From an optimization exercise on the open Yosys and OpenROAD flow, aimed at small area, a short achievable clock period and few clock cycles per item; shortcuts taken in it are not production practice.
Where RTL was checked, it was by simulation tests only, not by an equivalence proof against the original.

==> run a <==
==> flow/design.v (excerpt) <==
module ntt_16point(
    input wire clk,
    input wire rst,
    input wire start,
    input wire [111:0] data_in,
    output reg done,
    output wire [6:0] result_0,
    output wire [6:0] result_1,
    output wire [6:0] result_2,
    output wire [6:0] result_3,
    output wire [6:0] result_4,
    output wire [6:0] result_5,
    output wire [6:0] result_6,
    output wire [6:0] result_7,
    output wire [6:0] result_8,
    output wire [6:0] result_9,
    output wire [6:0] result_10,
    output wire [6:0] result_11,
    output wire [6:0] result_12,
    output wire [6:0] result_13,
    output wire [6:0] result_14,
    output wire [6:0] result_15
);
==> flow/config.mk <==
export PLATFORM = sky130hd
export DESIGN_NAME = ntt_16point
export DESIGN_NICKNAME = ntt_16point
export VERILOG_FILES = /design/flow/design.v
export SDC_FILE = /design/flow/constraint.sdc
export NUM_CORES = 4
export LEC_CHECK = 0
export CAP_MARGIN = 20
export CORE_MARGIN = 2
export CORE_UTILIZATION = 40
export SLEW_MARGIN = 20
export SYNTH_HIERARCHICAL = 1
==> flow/constraint.sdc <==
create_clock -name core_clock -period 16.0 [get_ports {clk}]
set_input_delay 3.2000 -clock core_clock [delete_from_list [all_inputs] [get_ports {clk}]]
set_output_delay 3.2000 -clock core_clock [all_outputs]
set_load 0.01 [all_outputs]
standard.sh (not shown) runs the stock make flow with config.mk's settings and CLKGATE_MAP_FILE= SYNTH_SCRIPT=/design/flow/synth_recipe.tcl, a recipe that flattens the netlist after the stock synthesis.
==> flow/flow/run.sh <==
#!/bin/bash
set -euo pipefail
export BUFFER_PORTS_ARGS="-buffer_cell sky130_fd_sc_hd__buf_1"
bash standard.sh > flow_make.log 2>&1
==> run b: changes against run a <==
--- a/flow/config.mk
+++ b/flow/config.mk
@@ -8,5 +8,6 @@
 export CAP_MARGIN = 20
 export CORE_MARGIN = 2
 export CORE_UTILIZATION = 40
+export SETUP_SLACK_MARGIN = 5
 export SLEW_MARGIN = 20
 export SYNTH_HIERARCHICAL = 1
==> summary.txt <==
quantity                                                                  run b           run a
Run status                                                       finished clean  finished clean
Insertion delay of the later-clocked pin in the worst-skew pair         0.46 ns         0.46 ns
Count of hold-fix buffers inserted at cts                                     0               0
Total of cells resized after clock tree synthesis                             0               0
Mapped Avg Cell Area                                                   13.6 µm²        13.6 µm²
Detail Route met3 WL                                                    3420 µm         3420 µm
Post-route DRC                                                                0               0
Sequential standard cell area                                          4820 µm²        4820 µm²
Clock Network Area Fraction                                               2.06%           2.06%
Hold Violations, Final                                                        0               0
Max-slew headroom                                                         30.0%           30.0%
Req. time, crit path                                                   16.19 ns        16.19 ns
Layout Nets                                                                3252            3252
Testbench counts of run a, summed over its fixed seeds: cycles 512, transforms 512.
Testbench counts of run b, summed over its fixed seeds: cycles 512, transforms 512.

* * *

==> inputs of exp/nickel <==
ntt_16point, a different RTL version from the one above (not shown whole).
clock: 16.0 ns
lec_check: 0
cap_margin: 20
core_margin: 2
core_utilization: 40
slew_margin: 20
synth_hierarchical: 1
run.sh (not shown) runs the stock make flow with config.mk's settings and CLKGATE_MAP_FILE= SYNTH_SCRIPT=/design/flow/synth_recipe.tcl, a recipe that flattens the netlist after the stock synthesis.
Stock flow here: none of the scripts above is used.
==> inputs of exp/lagoon, as changes to exp/nickel <==
--- a/flow/config.mk
+++ b/flow/config.mk
@@ -10,2 +10,3 @@
 export CORE_UTILIZATION = 40
+export SETUP_SLACK_MARGIN = 3
 export SLEW_MARGIN = 20
==> comparison table <==
PostCTS Resize Cnt: exp/lagoon 24; exp/nickel 0
Worst hold slack: exp/lagoon 0.470 ns; exp/nickel 0.470 ns
Number of nets in the layout: exp/lagoon 3833; exp/nickel 3734
Total via count after detailed routing: exp/lagoon 18.9k; exp/nickel 18.5k
Multi-input combinational cell area: exp/lagoon 0.0225 mm2; exp/nickel 0.0220 mm2
Final routed wirelength across all metal layers: exp/lagoon 71500 um; exp/nickel 69400 um
Post-CTS Setup Bufs: exp/lagoon 4; exp/nickel 0
Slew at the pin closest to its max-slew limit: exp/lagoon 0.998 ns; exp/nickel 0.993 ns
End of the critical path: exp/lagoon result_10[2]; exp/nickel result_11[1]
Largest fanout on the critical path: exp/lagoon 14; exp/nickel 10
Post-route met1 wirelength: exp/lagoon 30000 um; exp/nickel 29300 um
Post-route fraction of the period consumed by the critical path: exp/lagoon 79.5%; exp/nickel 82.7%
Result of the run: exp/lagoon no timing/DRC/antenna violations; exp/nickel no timing/DRC/antenna violations
Testbench counts of exp/nickel, summed over its fixed seeds: cycles 512, transforms 512.
Testbench counts of exp/lagoon, summed over its fixed seeds: cycles 512, transforms 512.

* * *

==> inputs of run Y <==
Another version of the RTL of ntt_16point (not shown whole).
## ntt_16point
module ntt_16point(
    input wire clk,
    input wire rst,
    input wire start,
    input wire [111:0] data_in,
    output reg done,
    output wire [6:0] result_0,
    output wire [6:0] result_1,
    output wire [6:0] result_2,
    output wire [6:0] result_3,
    output wire [6:0] result_4,
    output wire [6:0] result_5,
    output wire [6:0] result_6,
    output wire [6:0] result_7,
    output wire [6:0] result_8,
    output wire [6:0] result_9,
    output wire [6:0] result_10,
    output wire [6:0] result_11,
    output wire [6:0] result_12,
    output wire [6:0] result_13,
    output wire [6:0] result_14,
    output wire [6:0] result_15
);
Settings: LEC_CHECK=0, CAP_MARGIN=20, CORE_MARGIN=2, CORE_UTILIZATION=40, SLEW_MARGIN=20, SYNTH_HIERARCHICAL=1; clock period 16.0 ns.
standard.sh (not shown) runs the stock make flow with config.mk's settings and CLKGATE_MAP_FILE= SYNTH_SCRIPT=/design/flow/synth_recipe.tcl, a recipe that flattens the netlist after the stock synthesis.
Scripts as last shown in full above: flow/flow/run.sh
==> inputs of run R, as changes to run Y <==
==> flow/run.sh (new file) <==
#!/bin/bash
# synth_recipe.tcl (not shown) runs the flow's synth.tcl, then flattens the netlist and writes it again
# the make line also repeats each setting of config.mk as NAME=value (left out here)
make -C /OpenROAD-flow-scripts/flow DESIGN_CONFIG=/design/flow/config.mk WORK_HOME=/design/flow/orfs CLKGATE_MAP_FILE= SYNTH_SCRIPT=/design/flow/synth_recipe.tcl finish
--- a/flow/config.mk
+++ b/flow/config.mk
@@ -8,5 +8,6 @@
 export CAP_MARGIN = 20
 export CORE_MARGIN = 2
-export CORE_UTILIZATION = 40
+export CORE_UTILIZATION = 65
+export PLACE_DENSITY = 0.75
 export SLEW_MARGIN = 20
 export SYNTH_HIERARCHICAL = 1
removed: flow/flow/run.sh
removed: flow/standard.sh
==> summary.txt <==
- In run Y the design area is smaller than in run R, by about 3.3%.
- In clock skew, run Y and run R do not differ.
- Die area: run R is lower than run Y (about 40%).
- Against run R, the first-iteration DRC count of run Y is smaller by 34%.
- Register-to-register slack: run R is higher than run Y (0.02 ns).
- In run Y the setup slack is better than in run R, by 0.37 ns.
- Against run Y, the critical path depth of run R is higher by 1.
==> figures <==
quantity	run R	run Y
Result of the run	no timing/DRC/antenna violations	no timing/DRC/antenna violations
Routed length on met1	21.81 mm	24.29 mm
Starting utilization of the core area	0.6622	0.4038
Number of clock buffers in the layout	18	17
Maximum clock frequency	85.57 MHz	88.38 MHz
First DRT Iteration DRCs	711	466
Maximum number of pins on one net before global-route repair	49	75
Average routed wire per standard cell	19.06 um	18.33 um
Pre-Repair DR Iteration Count	5	4
Clock buffers and inverters, area share	0.02090	0.01783
Slew headroom	0.5571	0.3514
Critical path buffers and inverters	4	3
Worst path arrival time	8.49 ns	8.11 ns
Share of the final layout cell area in multi-input gates	0.6816	0.7051
Clk pin slew, worst setup/hold paths	0.06 ns	0.07 ns
Detailed route wirelength on metal2	29.96 mm	31.69 mm
Wire length after detailed routing	55.33 mm	59.92 mm
Testbench counts of run Y, summed over its fixed seeds: cycles 512, transforms 512.
Testbench counts of run R, summed over its fixed seeds: cycles 512, transforms 512.

* * *

==> pepper: inputs <==
ntt_16point, a different RTL version from the one above (not shown whole).
==> flow/design.v (excerpt) <==
module ntt_16point(
    input wire clk,
    input wire rst,
    input wire start,
    input wire [111:0] data_in,
    output reg done,
    output wire [6:0] result_0,
    output wire [6:0] result_1,
    output wire [6:0] result_2,
    output wire [6:0] result_3,
    output wire [6:0] result_4,
    output wire [6:0] result_5,
    output wire [6:0] result_6,
    output wire [6:0] result_7,
    output wire [6:0] result_8,
    output wire [6:0] result_9,
    output wire [6:0] result_10,
    output wire [6:0] result_11,
    output wire [6:0] result_12,
    output wire [6:0] result_13,
    output wire [6:0] result_14,
    output wire [6:0] result_15
);
  wire n1, n2, n3, n4, n5, n6, n7, n8, n9, n10, n11, n12, n13, n14, n15, n16, n17, n18, n19, n20;
  wire n21, n22, n23, n24, n25, n26, n27, n28, i29, i30, i31, i32, i33, i34, i35, n36, n37, n38, n39, n40;
  wire n41, n42, n43, n44, n45, n46, n47, n48, n49, i50, i51, i52, i53, i54, i55, i56, n57, n58, n59, n60;
  wire n61, n62, n63, n64, n65, n66, n67, n68, n69, n70, n71, n72, n73, n74, n75, n76, n77, n78, n79, n80;
  wire n81, n82, n83, n84, n85, n86, i87, i88, i89, i90, i91, i92, i93, i94, n95, n96, n97, n98, n99, n100;
  wire n101, n102, n103, n104, n105, n106, n107, n108, n109, n110, n111, n112, n113, n114, n115, n116, n117, n118, n119, n120;
  wire n121, n122, n123, n124, n125, n126, i127, i128, i129, i130, i131, i132, i133, i134, n135, n136, n137, n138, n139, n140;
  wire n141, n142, n143, n144, n145, n146, n147, n148, n149, n150, n151, n152, n153, n154, n155, n156, n157, n158, n159, n160;
  wire n161, n162, n163, n164, n165, n166, n167, n168, n169, n170, n171, n172, n173, n174, n175, n176, n177, n178, i179, i180;
  ...
clock: 16.0 ns
lec_check: 0
cap_margin: 20
core_margin: 2
core_utilization: 40
setup_slack_margin: 5
slew_margin: 20
synth_hierarchical: 1
run.sh (not shown) runs the stock make flow with config.mk's settings and CLKGATE_MAP_FILE= SYNTH_SCRIPT=/design/flow/synth_recipe.tcl, a recipe that flattens the netlist after the stock synthesis.
Stock flow here: none of the scripts above is used.
==> tundra (differences from pepper) <==
SETUP_SLACK_MARGIN = unset   (was 5)
==> impl_metrics.tcl <==
set metrics [dict create \
    arrival_ns 10.37 \
    stdcell_count 4003 \
    critPathMostFrequentCell "fa_1" \
    outcome "complete, no violations" \
]
the above is filed under tundra

==> impl_metrics.tcl <==
set metrics [dict create \
    outcome "complete, no violations" \
    arrival_ns 8.74 \
    stdcell_count 4309 \
    critPathMostFrequentCell "fa_2" \
]
the above is filed under pepper

Function was not checked in any run of this note: the RTL went through the layout flow alone.

## port drivers added, routing unchanged
The flow's constraints put no driver on any port. The routed layouts listed below were extracted and timed again, unchanged, in two steps.
Step 1: set_driving_cell puts a clkbuf_16 on clk and a buf_2 on each other input, an assumption about the parent block.
Step 2, shift: input delay + t, output delay - t, t = (earliest + latest rising clock arrival at the registers) / 2. This alone moves slack from input paths to output paths.
a / b / c = ideal / step 1 / step 2; a / b = the first two.
run | t (ns) | setup slack, ns | hold WS [ns] | worst setup path at the end | clock arrival spread, ns
run a | 0.506 | 6.190 / 6.206 / 5.700 | 0.485 / 0.485 / 0.485 | input to register | 0.016 / 0.016
run b | 0.506 | 6.190 / 6.206 / 5.700 | 0.485 / 0.485 / 0.485 | input to register | 0.016 / 0.016
exp/nickel | 0.476 | 2.773 / 2.720 / 3.196 | 0.470 / 0.470 / 0.470 | register to output | 0.013 / 0.013
exp/lagoon | 0.475 | 3.282 / 3.228 / 3.704 | 0.470 / 0.470 / 0.470 | register to output | 0.011 / 0.011
run Y | 0.480 | 4.685 / 4.629 / 5.109 | 0.473 / 0.473 / 0.473 | register to output | 0.009 / 0.009
run R | 0.478 | 4.314 / 4.264 / 4.742 | 0.477 / 0.477 / 0.477 | register to output | 0.013 / 0.013
pepper | 0.480 | 4.059 / 4.004 / 4.484 | 0.515 / 0.515 / 0.515 | register to output | 0.013 / 0.012
tundra | 0.474 | 2.428 / 2.376 / 2.850 | 0.489 / 0.489 / 0.489 | register to output | 0.012 / 0.012
After both steps setup and hold are still met in every run listed.
